This design comes from an exercise in tuning for small area, a short achievable clock period and few clock cycles on the open sky130 flow, not from production work. RTL that was checked went through simulation tests only; none was proved equivalent to the original. The clock port is modelled as an ideal driver, which makes a skipped or thinned clock tree look cheaper than it is; a real chip needs a root buffer or a tree. Power and IR drop assume default switching activity.

==> flow/design.v <==
`timescale 1ns/10ps
module ELA(clk, rst, in_data, data_rd, req, wen, addr, data_wr, done);
	input				clk;
	input				rst;
	input		[7:0]	in_data;
	input		[7:0]	data_rd;
	output				req;
	output	reg			wen;
	output	reg	[9:0]	addr;
	output	reg	[7:0]	data_wr;	 
	output				done;
	reg			interp, fin;
	reg			s_rb, s_w;	 
	reg	[7:0]	x;	 
	reg	[7:0]	y;	 
	reg	[7:0]	pp;	 
	reg	[7:0]	q;	 
	reg	[7:0]	r;	 
	reg	[7:0]	dreg, areg;	 
	reg	[7:0]	m;			 
	wire s_rt = ~s_rb & ~s_w;
	assign req  = ~interp;
	assign done = fin;
	function [7:0] absd;
		input [7:0] x, y;
		reg [7:0] g, e, G1, E1, G2, E2, G3, E3, bo, bo2;
		integer i;
		begin
			g = x & ~y;
			e = ~(x ^ y);
			for (i = 0; i < 8; i = i + 1)
				if (i % 2 == 1) begin G1[i] = g[i] | e[i] & g[i-1]; E1[i] = e[i] & e[i-1]; end
				else begin G1[i] = g[i]; E1[i] = e[i]; end
			for (i = 0; i < 8; i = i + 1)
				if (i % 4 >= 2) begin G2[i] = G1[i] | E1[i] & G1[(i/4)*4+1]; E2[i] = E1[i] & E1[(i/4)*4+1]; end
				else begin G2[i] = G1[i]; E2[i] = E1[i]; end
			for (i = 0; i < 8; i = i + 1)
				if (i >= 4) begin G3[i] = G2[i] | E2[i] & G2[3]; E3[i] = E2[i] & E2[3]; end
				else begin G3[i] = G2[i]; E3[i] = E2[i]; end
			bo  = {~(G3[6:0] | E3[6:0]), 1'b0};
			bo2 = {G3[6:0], 1'b0};
			absd = G3[7] ? (~e ^ bo) : (~e ^ bo2);
		end
	endfunction
	function [7:0] avg8;
		input [7:0] x, y;
		reg [7:0] g, p, G1, P1, G2, P2, G3, P3;
		integer i;
		begin
			g = x & y; p = x ^ y;
			for (i = 0; i < 8; i = i + 1)
				if (i % 2 == 1) begin G1[i] = g[i] | p[i] & g[i-1]; P1[i] = p[i] & p[i-1]; end
				else begin G1[i] = g[i]; P1[i] = p[i]; end
			for (i = 0; i < 8; i = i + 1)
				if (i % 4 >= 2) begin G2[i] = G1[i] | P1[i] & G1[(i/4)*4+1]; P2[i] = P1[i] & P1[(i/4)*4+1]; end
				else begin G2[i] = G1[i]; P2[i] = P1[i]; end
			for (i = 0; i < 8; i = i + 1)
				if (i >= 4) begin G3[i] = G2[i] | P2[i] & G2[3]; P3[i] = P2[i] & P2[3]; end
				else begin G3[i] = G2[i]; P3[i] = P2[i]; end
			avg8 = {G3[7], p[7:1] ^ G3[6:0]};
		end
	endfunction
	function le8;
		input [7:0] v, u;
		reg [7:0] g, e;
		reg g10, e10, g32, e32, g54, e54, g76, e76, g30, g74, e74;
		begin
			g = v & ~u;
			e = ~(v ^ u);
			g10 = g[1] | e[1] & g[0]; e10 = e[1] & e[0];
			g32 = g[3] | e[3] & g[2]; e32 = e[3] & e[2];
			g54 = g[5] | e[5] & g[4]; e54 = e[5] & e[4];
			g76 = g[7] | e[7] & g[6]; e76 = e[7] & e[6];
			g30 = g32 | e32 & g10;
			g74 = g76 | e76 & g54; e74 = e76 & e54;
			le8 = ~(g74 | e74 & g30);
		end
	endfunction
	wire [8:0] ix = {addr[9:6], addr[4:0]};
	wire [8:0] kst = {s_rb, s_rb, s_rb, s_rt & interp, s_rb, s_rb, s_rb,
			s_rb | s_w, s_w | ~interp & wen};
	function [8:0] add9;
		input [8:0] u, v;
		reg [8:0] g, p, G1, P1, G2, P2, G3, P3, G4;
		integer j;
		begin
			g = u & v; p = u ^ v;
			for (j = 0; j < 9; j = j + 1)
				if (j % 2 == 1) begin G1[j] = g[j] | p[j] & g[j-1]; P1[j] = p[j] & p[j-1]; end
				else begin G1[j] = g[j]; P1[j] = p[j]; end
			for (j = 0; j < 9; j = j + 1)
				if (j % 4 >= 2) begin G2[j] = G1[j] | P1[j] & G1[(j/4)*4+1]; P2[j] = P1[j] & P1[(j/4)*4+1]; end
				else begin G2[j] = G1[j]; P2[j] = P1[j]; end
			for (j = 0; j < 9; j = j + 1)
				if (j % 8 >= 4) begin G3[j] = G2[j] | P2[j] & G2[3]; P3[j] = P2[j] & P2[3]; end
				else begin G3[j] = G2[j]; P3[j] = P2[j]; end
			G4 = G3;
			G4[8] = G3[8] | P3[8] & G3[7];
			add9 = p ^ {G4[7:0], 1'b0};
		end
	endfunction
	wire [8:0] i_next = add9(ix, kst);
	always @(posedge clk) begin
		dreg <= absd(x, y);
		areg <= avg8(x, y);
	end
	wire edge_col = (ix[4:0] == 5'd1) || (ix[4:0] == 5'd2);
	wire take = s_w | le8(dreg, m) | (s_rb & edge_col);
	always @(posedge clk) begin
		if (take)
			m <= dreg;
		if (!interp)
			data_wr <= in_data;
		else if (take)
			data_wr <= areg;
	end
	always @(posedge clk or posedge rst) begin
		if (rst) begin
			interp <= 1'b0;
			fin <= 1'b0;
			s_rb <= 1'b0;
			s_w <= 1'b0;
			wen <= 1'b0;
			addr <= 10'd0;
		end else if (fin) begin
			wen <= 1'b0;
		end else begin
			addr <= {i_next[8:5], interp & s_rb, i_next[4:0]};
			if (!interp) begin
				wen <= ~(wen & (&ix));
				if (wen & (&ix))
					interp <= 1'b1;
			end else begin
				s_rb <= s_rt;
				s_w <= s_rb;
				wen <= s_rb & (ix[8:1] != 8'd16);
				if (s_rb && ix == 9'd1)
					fin <= 1'b1;
			end
		end
	end
	always @(posedge clk) begin
		if (s_rt) begin
			x <= data_rd; r <= x;
		end else if (s_rb) begin
			x <= r; y <= data_rd; r <= x;
		end else begin
			x <= pp; y <= q; pp <= r; q <= y;
		end
	end
endmodule
Settings: LEC_CHECK=0, CAP_MARGIN=20, CORE_MARGIN=2, CORE_UTILIZATION=40, CTS_BUF_LIST=sky130_fd_sc_hd__clkbuf_8, SETUP_SLACK_MARGIN=4.7, SLEW_MARGIN=20; clock period 7.0 ns.
standard.sh (not shown) runs the stock make flow with config.mk's settings and CLKGATE_MAP_FILE= SYNTH_SCRIPT=/design/flow/synth_recipe.tcl, a recipe that flattens the netlist after the stock synthesis.
==> flow/flow/run.sh <==
#!/bin/bash
# Layout flow: the standard ORFS flow, with two changes:
#  - synthesis does not extract full/half adder cells (ADDER_MAP_FILE empty),
#    so ABC maps all of the arithmetic itself;
#  - the port buffers are sky130_fd_sc_hd__buf_2 cells.
set -euo pipefail
bash standard.sh ADDER_MAP_FILE= \
  "BUFFER_PORTS_ARGS=-buffer_cell sky130_fd_sc_hd__buf_2" \
  finish > make_finish.log 2>&1
Change:
--- a/flow/design.v
+++ b/flow/design.v
@@ -82,20 +82,11 @@
 	function [8:0] add9;
 		input [8:0] u, v;
-		reg [8:0] g, p, G1, P1, G2, P2, G3, P3, G4;
-		integer j;
+		integer j; reg c;
 		begin
-			g = u & v; p = u ^ v;
-			for (j = 0; j < 9; j = j + 1)
-				if (j % 2 == 1) begin G1[j] = g[j] | p[j] & g[j-1]; P1[j] = p[j] & p[j-1]; end
-				else begin G1[j] = g[j]; P1[j] = p[j]; end
-			for (j = 0; j < 9; j = j + 1)
-				if (j % 4 >= 2) begin G2[j] = G1[j] | P1[j] & G1[(j/4)*4+1]; P2[j] = P1[j] & P1[(j/4)*4+1]; end
-				else begin G2[j] = G1[j]; P2[j] = P1[j]; end
-			for (j = 0; j < 9; j = j + 1)
-				if (j % 8 >= 4) begin G3[j] = G2[j] | P2[j] & G2[3]; P3[j] = P2[j] & P2[3]; end
-				else begin G3[j] = G2[j]; P3[j] = P2[j]; end
-			G4 = G3;
-			G4[8] = G3[8] | P3[8] & G3[7];
-			add9 = p ^ {G4[7:0], 1'b0};
+			c = 1'b0;
+			for (j = 0; j < 9; j = j + 1) begin
+				add9[j] = u[j] ^ v[j] ^ c;
+				c = (u[j] & v[j]) | (c & (u[j] ^ v[j]));
+			end
 		end
 	endfunction
Effect: The changed run went through all stages and came out clean; wire length went down by 8.1%; first-iteration DRC count went down by 28%; setup slack is worse by 0.15 ns; die area went down by 1.0%; sequential share of layout area went up by 0.92 points; global-route usage went down by 1.7 points; area after synthesis went down by 1.1%; sequential power is about the same; cell count went down by 2.6%; power went up by 4.4%; core utilization went down by 0.80 points; register-to-register slack is worse by 0.15 ns; fmax went down by 5.7%.
No run of this note included a check of the RTL's function; only the layout flow was run.

* * *

Starts from the design.v that is shown in full above.
export LEC_CHECK = 0
export CAP_MARGIN = 20
export CORE_MARGIN = 2
export CORE_UTILIZATION = 40
export CTS_BUF_LIST = sky130_fd_sc_hd__clkbuf_8
export SETUP_SLACK_MARGIN = 4.5
export SLEW_MARGIN = 20
create_clock -name core_clock -period 7.0 [get_ports {clk}]
Scripts as last shown in full above: flow/flow/run.sh
Change:
--- a/flow/design.v
+++ b/flow/design.v
@@ -79,26 +79,17 @@
 	wire [8:0] ix = {addr[9:6], addr[4:0]};
 	wire [8:0] kst = {s_rb, s_rb, s_rb, s_rt & interp, s_rb, s_rb, s_rb,
 			s_rb | s_w, s_w | ~interp & wen};
 	function [8:0] add9;
 		input [8:0] u, v;
-		reg [8:0] g, p, G1, P1, G2, P2, G3, P3, G4;
-		integer j;
+		integer j; reg c;
 		begin
-			g = u & v; p = u ^ v;
-			for (j = 0; j < 9; j = j + 1)
-				if (j % 2 == 1) begin G1[j] = g[j] | p[j] & g[j-1]; P1[j] = p[j] & p[j-1]; end
-				else begin G1[j] = g[j]; P1[j] = p[j]; end
-			for (j = 0; j < 9; j = j + 1)
-				if (j % 4 >= 2) begin G2[j] = G1[j] | P1[j] & G1[(j/4)*4+1]; P2[j] = P1[j] & P1[(j/4)*4+1]; end
-				else begin G2[j] = G1[j]; P2[j] = P1[j]; end
-			for (j = 0; j < 9; j = j + 1)
-				if (j % 8 >= 4) begin G3[j] = G2[j] | P2[j] & G2[3]; P3[j] = P2[j] & P2[3]; end
-				else begin G3[j] = G2[j]; P3[j] = P2[j]; end
-			G4 = G3;
-			G4[8] = G3[8] | P3[8] & G3[7];
-			add9 = p ^ {G4[7:0], 1'b0};
+			c = 1'b0;
+			for (j = 0; j < 9; j = j + 1) begin
+				add9[j] = u[j] ^ v[j] ^ c;
+				c = (u[j] & v[j]) | (c & (u[j] ^ v[j]));
+			end
 		end
 	endfunction
 	wire [8:0] i_next = add9(ix, kst);
 	always @(posedge clk) begin
 		dreg <= absd(x, y);
=> Die area decreases slightly. Sequential share of layout area grows by 1.5 points. Count of clock-buffer cells in the layout is higher by 1. First-iteration DRC count is higher by a quarter to a third. Sequential power is about the same. Core utilization is lower by 1.2 points.
Function was not checked in any run of this note: the RTL went through the layout flow alone.

* * *

the reference run:
Another version of the RTL of ELA (not shown whole).
For scale: about 87 flip-flops, about 39 I/O pins, ~0.0040 mm² of cells after synthesis.
==> module ELA, before the edit <==
module ELA(clk, rst, in_data, data_rd, req, wen, addr, data_wr, done);
	input				clk;
	input				rst;
	input		[7:0]	in_data;
	input		[7:0]	data_rd;
	output				req;
	output	reg			wen;
	output	reg	[9:0]	addr;
	output	reg	[7:0]	data_wr;	 
	output				done;
	reg			interp, fin;
	reg			s_rb, s_w;	 
	reg	[7:0]	x;	 
	reg	[7:0]	y;	 
	reg	[7:0]	pp;	 
	reg	[7:0]	q;	 
	reg	[7:0]	r;	 
	reg	[7:0]	dreg, areg;	 
	reg	[7:0]	m;			 
	wire s_rt = ~s_rb & ~s_w;
	assign req  = ~interp;
	assign done = fin;
	wire [8:0] ix = {addr[9:6], addr[4:0]};
	wire [8:0] kst = {s_rb, s_rb, s_rb, s_rt & interp, s_rb, s_rb, s_rb,
			s_rb | s_w, s_w | ~interp & wen};
	function [8:0] add9;
		input [8:0] u, v;
		integer j; reg c;
		begin
			c = 1'b0;
			for (j = 0; j < 9; j = j + 1) begin
				add9[j] = u[j] ^ v[j] ^ c;
				c = (u[j] & v[j]) | (c & (u[j] ^ v[j]));
			end
		end
	endfunction
	wire [8:0] i_next = add9(ix, kst);
	wire [7:0] d_xy, a_xy;
	ELA_absd u_absd(.x(x), .y(y), .d(d_xy));
	ELA_avg u_avg(.x(x), .y(y), .a(a_xy));
	always @(posedge clk) begin
		dreg <= d_xy;
		areg <= a_xy;
	end
	wire edge_col = (ix[4:0] == 5'd1) || (ix[4:0] == 5'd2);
	wire le;
	ELA_le8 u_le(.v(dreg), .u(m), .le(le));
	wire take = s_w | le | (s_rb & edge_col);
	always @(posedge clk) begin
		if (take)
			m <= dreg;
		if (!interp)
			data_wr <= in_data;
		else if (take)
			data_wr <= areg;
	end
	always @(posedge clk or posedge rst) begin
		if (rst) begin
			interp <= 1'b0;
			fin <= 1'b0;
			s_rb <= 1'b0;
			s_w <= 1'b0;
			wen <= 1'b0;
			addr <= 10'd0;
		end else if (fin) begin
			wen <= 1'b0;
		end else begin
			addr <= {i_next[8:5], interp & s_rb, i_next[4:0]};
			if (!interp) begin
				wen <= ~(wen & (&ix));
				if (wen & (&ix))
					interp <= 1'b1;
			end else begin
				s_rb <= s_rt;
				s_w <= s_rb;
				wen <= s_rb & (ix[8:1] != 8'd16);
				if (s_rb && ix == 9'd1)
					fin <= 1'b1;
			end
		end
	end
	always @(posedge clk) begin
		if (s_rt) begin
			x <= y; y <= data_rd; r <= x;
		end else if (s_rb) begin
			x <= r; y <= data_rd; r <= pp; pp <= y;
		end else begin
			x <= r; y <= q; q <= y; r <= pp;
		end
	end
endmodule
clock: 7.0 ns
lec_check: 0
cap_margin: 20
core_margin: 2
core_utilization: 40
setup_slack_margin: 4.8
slew_margin: 20
synth_hierarchical: 1
==> flow/flow/run.sh <==
#!/bin/bash
# Layout flow: the standard ORFS flow, with these changes:
#  - synthesis does not extract full/half adder cells (ADDER_MAP_FILE empty),
#    so ABC maps all of the arithmetic itself;
#  - the port buffers are sky130_fd_sc_hd__buf_1 cells;
#  - the clock tree is one level: the clock port drives four clkbuf_16 cells,
#    one per quarter of the flip-flops (flow/cts.tcl replaces ORFS's cts.tcl,
#    with clock_tree_synthesis replaced by that buffering).
set -euo pipefail
rm -rf scripts_mod
cp -r "$FLOW_HOME/scripts" scripts_mod
cp flow/cts.tcl scripts_mod/cts.tcl
bash standard.sh ADDER_MAP_FILE= \
  "BUFFER_PORTS_ARGS=-buffer_cell sky130_fd_sc_hd__buf_1" \
  "SCRIPTS_DIR=$PWD/scripts_mod" \
  finish > make_finish.log 2>&1
Other scripts of this flow, unchanged in this note and not shown: flow/flow/cts.tcl
Testbench counts of the reference run, summed over its fixed seeds: cycles 62,688.
diff inputs: the reference run => the trial run
--- a/flow/design.v
+++ b/flow/design.v
@@ -83,11 +83,11 @@
 	always @(posedge clk) begin
 		if (s_rt) begin
 			x <= y; y <= data_rd; r <= x;
 		end else if (s_rb) begin
-			x <= r; y <= data_rd; r <= pp; pp <= y;
+			x <= r; y <= data_rd; r <= y;
 		end else begin
-			x <= r; y <= q; q <= y; r <= pp;
+			x <= pp; y <= q; pp <= r; q <= y; r <= y;
 		end
 	end
 endmodule
 module ELA_le8(v, u, le);
[summary]
- Between the reference run and the trial run, the flow reports cell area after synthesis increasing slightly.
- Re number of inserted filler cells in the final layout: the trial run is about 0.43% up on the reference run.
- Final worst setup slack delta (the trial run − the reference run): unfavourable
- On final core area utilization, the trial run tracks the reference run almost exactly.
- Compared to the reference run, the trial run reaches a lower achievable clock.
- Diff the reference run..the trial run | clock skew | negligible
- Sort the reference run and the trial run by final cell count without fillers asc -> top: the reference run
Testbench counts of the trial run, summed over its fixed seeds: cycles 62,688.
No run of this note takes its clock network from TritonCTS; it comes from the design's own scripts or RTL.

* * *

Setup of oak:
ELA, a different RTL version from the one above (not shown whole).
Size in the first run: roughly 650 cells after synthesis, roughly 110 flip-flops, roughly 0.0067 sq mm of cells after synthesis.
==> module ELA, before the edit <==
module ELA(clk, rst, in_data, data_rd, req, wen, addr, data_wr, done);
	input				clk;
	input				rst;
	input		[7:0]	in_data;
	input		[7:0]	data_rd;
	output				req;
	output	reg			wen;
	output	reg	[9:0]	addr;
	output	reg	[7:0]	data_wr;
	output				done;
	localparam S_RT = 2'd0;
	localparam S_RB = 2'd1;
	localparam S_W  = 2'd2;
	reg			interp, fin;
	reg	[1:0]	slot;
	reg	[8:0]	g;		 
	reg	[7:0]	tn;		 
	reg	[7:0]	t0, t1, t2, b0, b1, b2;
	reg	[7:0]	d1, d2, d3;
	reg	[1:0]	sel;
	assign req  = ~interp & ~fin;
	assign done = fin;
	wire [8:0] p = g - 9'd2;	 
	always @(posedge clk) begin
		d1 <= (t0 > b2) ? t0 - b2 : b2 - t0;
		d2 <= (t1 > b1) ? t1 - b1 : b1 - t1;
		d3 <= (t2 > b0) ? t2 - b0 : b0 - t2;
	end
	wire edge_col = (g[4:0] == 5'd1) || (g[4:0] == 5'd2);
	always @(posedge clk) begin
		if (edge_col || (d2 <= d1 && d2 <= d3))
			sel <= 2'd0;
		else if (d1 <= d3)
			sel <= 2'd1;
		else
			sel <= 2'd2;
	end
	reg [7:0] x, y;
	always @(*) begin
		case (sel)
			2'd1:    begin x = t0; y = b2; end
			2'd2:    begin x = t2; y = b0; end
			default: begin x = t1; y = b1; end
		endcase
	end
	wire [8:0] sum = x + y;
	always @(posedge clk) begin
		if (!interp)
			data_wr <= in_data;
		else
			data_wr <= sum[8:1];
	end
	always @(posedge clk or posedge rst) begin
		if (rst) begin
			interp <= 1'b0;
			fin <= 1'b0;
			slot <= S_W;
			g <= 9'd0;
			wen <= 1'b0;
		end else if (fin) begin
			wen <= 1'b0;
		end else if (!interp) begin
			wen <= 1'b1;
			g <= g + 9'd1;
			if (&g)
				interp <= 1'b1;
		end else begin
			case (slot)
				S_RT: begin
					slot <= S_RB;
					wen <= 1'b0;
				end
				S_RB: begin
					slot <= S_W;
					g <= g + 9'd1;
					wen <= ~(&p[8:1]);
					if (p == 9'd479)
						fin <= 1'b1;
				end
				default: begin
					slot <= S_RT;
					wen <= 1'b0;
				end
			endcase
		end
	end
	always @(posedge clk) begin
		if (!interp || slot == S_W)
			addr <= {g[8:5], 1'b0, g[4:0]};
		else if (slot == S_RT)
			addr <= {g[8:5] + 4'd1, 1'b0, g[4:0]};
		else
			addr <= {p[8:5], 1'b1, p[4:0]};
	end
	always @(posedge clk) begin
		tn <= data_rd;
		if (interp && slot == S_RB) begin
			t0 <= t1; t1 <= t2; t2 <= tn;
			b0 <= b1; b1 <= b2; b2 <= data_rd;
		end
	end
endmodule
make LEC_CHECK=0 CAP_MARGIN=20 CORE_MARGIN=2 CORE_UTILIZATION=40 SLEW_MARGIN=20 finish   # period 7.0 ns
run.sh (not shown) runs the stock make flow with config.mk's settings and CLKGATE_MAP_FILE= SYNTH_SCRIPT=/design/flow/synth_recipe.tcl, a recipe that flattens the netlist after the stock synthesis.
Stock flow here: none of the scripts above is used.
Input-level comparison between pine and oak:
diff --git a/flow/design.v b/flow/design.v
--- a/flow/design.v
+++ b/flow/design.v
@@ -18,9 +18,10 @@
 	reg	[7:0]	tn;		 
 	reg	[7:0]	t0, t1, t2, b0, b1, b2;
 	reg	[7:0]	d1, d2, d3;
 	reg	[1:0]	sel;
-	assign req  = ~interp & ~fin;
+	reg req_r;
+	assign req  = req_r;
 	assign done = fin;
 	wire [8:0] p = g - 9'd2;	 
 	always @(posedge clk) begin
 		d1 <= (t0 > b2) ? t0 - b2 : b2 - t0;
@@ -53,8 +54,9 @@
 	end
 	always @(posedge clk or posedge rst) begin
 		if (rst) begin
 			interp <= 1'b0;
+			req_r <= 1'b1;
 			fin <= 1'b0;
 			slot <= S_W;
 			g <= 9'd0;
 			wen <= 1'b0;
@@ -62,10 +64,12 @@
 			wen <= 1'b0;
 		end else if (!interp) begin
 			wen <= 1'b1;
 			g <= g + 9'd1;
-			if (&g)
+			if (&g) begin
 				interp <= 1'b1;
+				req_r <= 1'b0;
+			end
 		end else begin
 			case (slot)
 				S_RT: begin
 					slot <= S_RB;
==> run summary <==
Against oak, wire length in pine rose slightly. oak → pine: gate count after technology mapping moved down, setup slack moved down. Diff oak -> pine | clock network fraction of design power | decrease of 0.2 points. Number of fill cells in the layout delta for pine relative to oak: about 0.9% lower. Comparing oak and pine, the lower fmax was measured on pine. Diff oak -> pine: final core area utilization held; met1 track demand over resource saw an increase; summed area of non-filler cells in the final layout has remained practically unchanged; minimum period implied by the final worst setup slack shows an increase of 0.027 ns. The total leakage power of oak and that of pine are within noise of each other.
No functional check of the RTL was part of any run of this note.

afterwards: timing with drivers on the ports:
Ports are ideal in the flow. The routed layouts listed here were re-timed in OpenROAD.
Step 1 assumes that a clkbuf_16 drives the clock port and a buf_2 every other input.
Step 2 adds t to the input delays and takes it off the output delays; t is the mean of the earliest and latest rising clock arrival at the registers after step 1. Input paths then give back, and output paths get back, about the clock's delay inside the block.
Three values: ideal ports, drivers, drivers and shift; two values: the first two.
| run | t (ns) | setup slack, ns | latest minus earliest clock arrival (ns) |
|---|---|---|---|
| the first run of note 1 | 0.379 | 4.577 / 4.577 / 4.577 | 0.013 / 0.013 |
| the second run of note 1 | 0.373 | 4.430 / 4.430 / 4.430 | 0.014 / 0.015 |
| the first run of note 2 | 0.385 | 4.488 / 4.488 / 4.488 | 0.014 / 0.014 |
| the second run of note 2 | 0.374 | 4.429 / 4.429 / 4.429 | 0.015 / 0.015 |
| the reference run | 0.222 | 4.837 / 4.762 / 4.930 | 0.012 / 0.012 |
| the trial run | 0.225 | 4.820 / 4.741 / 4.902 | 0.009 / 0.010 |
| oak | 0.456 | 3.676 / 3.676 / 3.676 | 0.012 / 0.012 |
| pine | 0.455 | 3.649 / 3.649 / 3.649 | 0.010 / 0.010 |
After both steps every run listed still meets setup and hold.
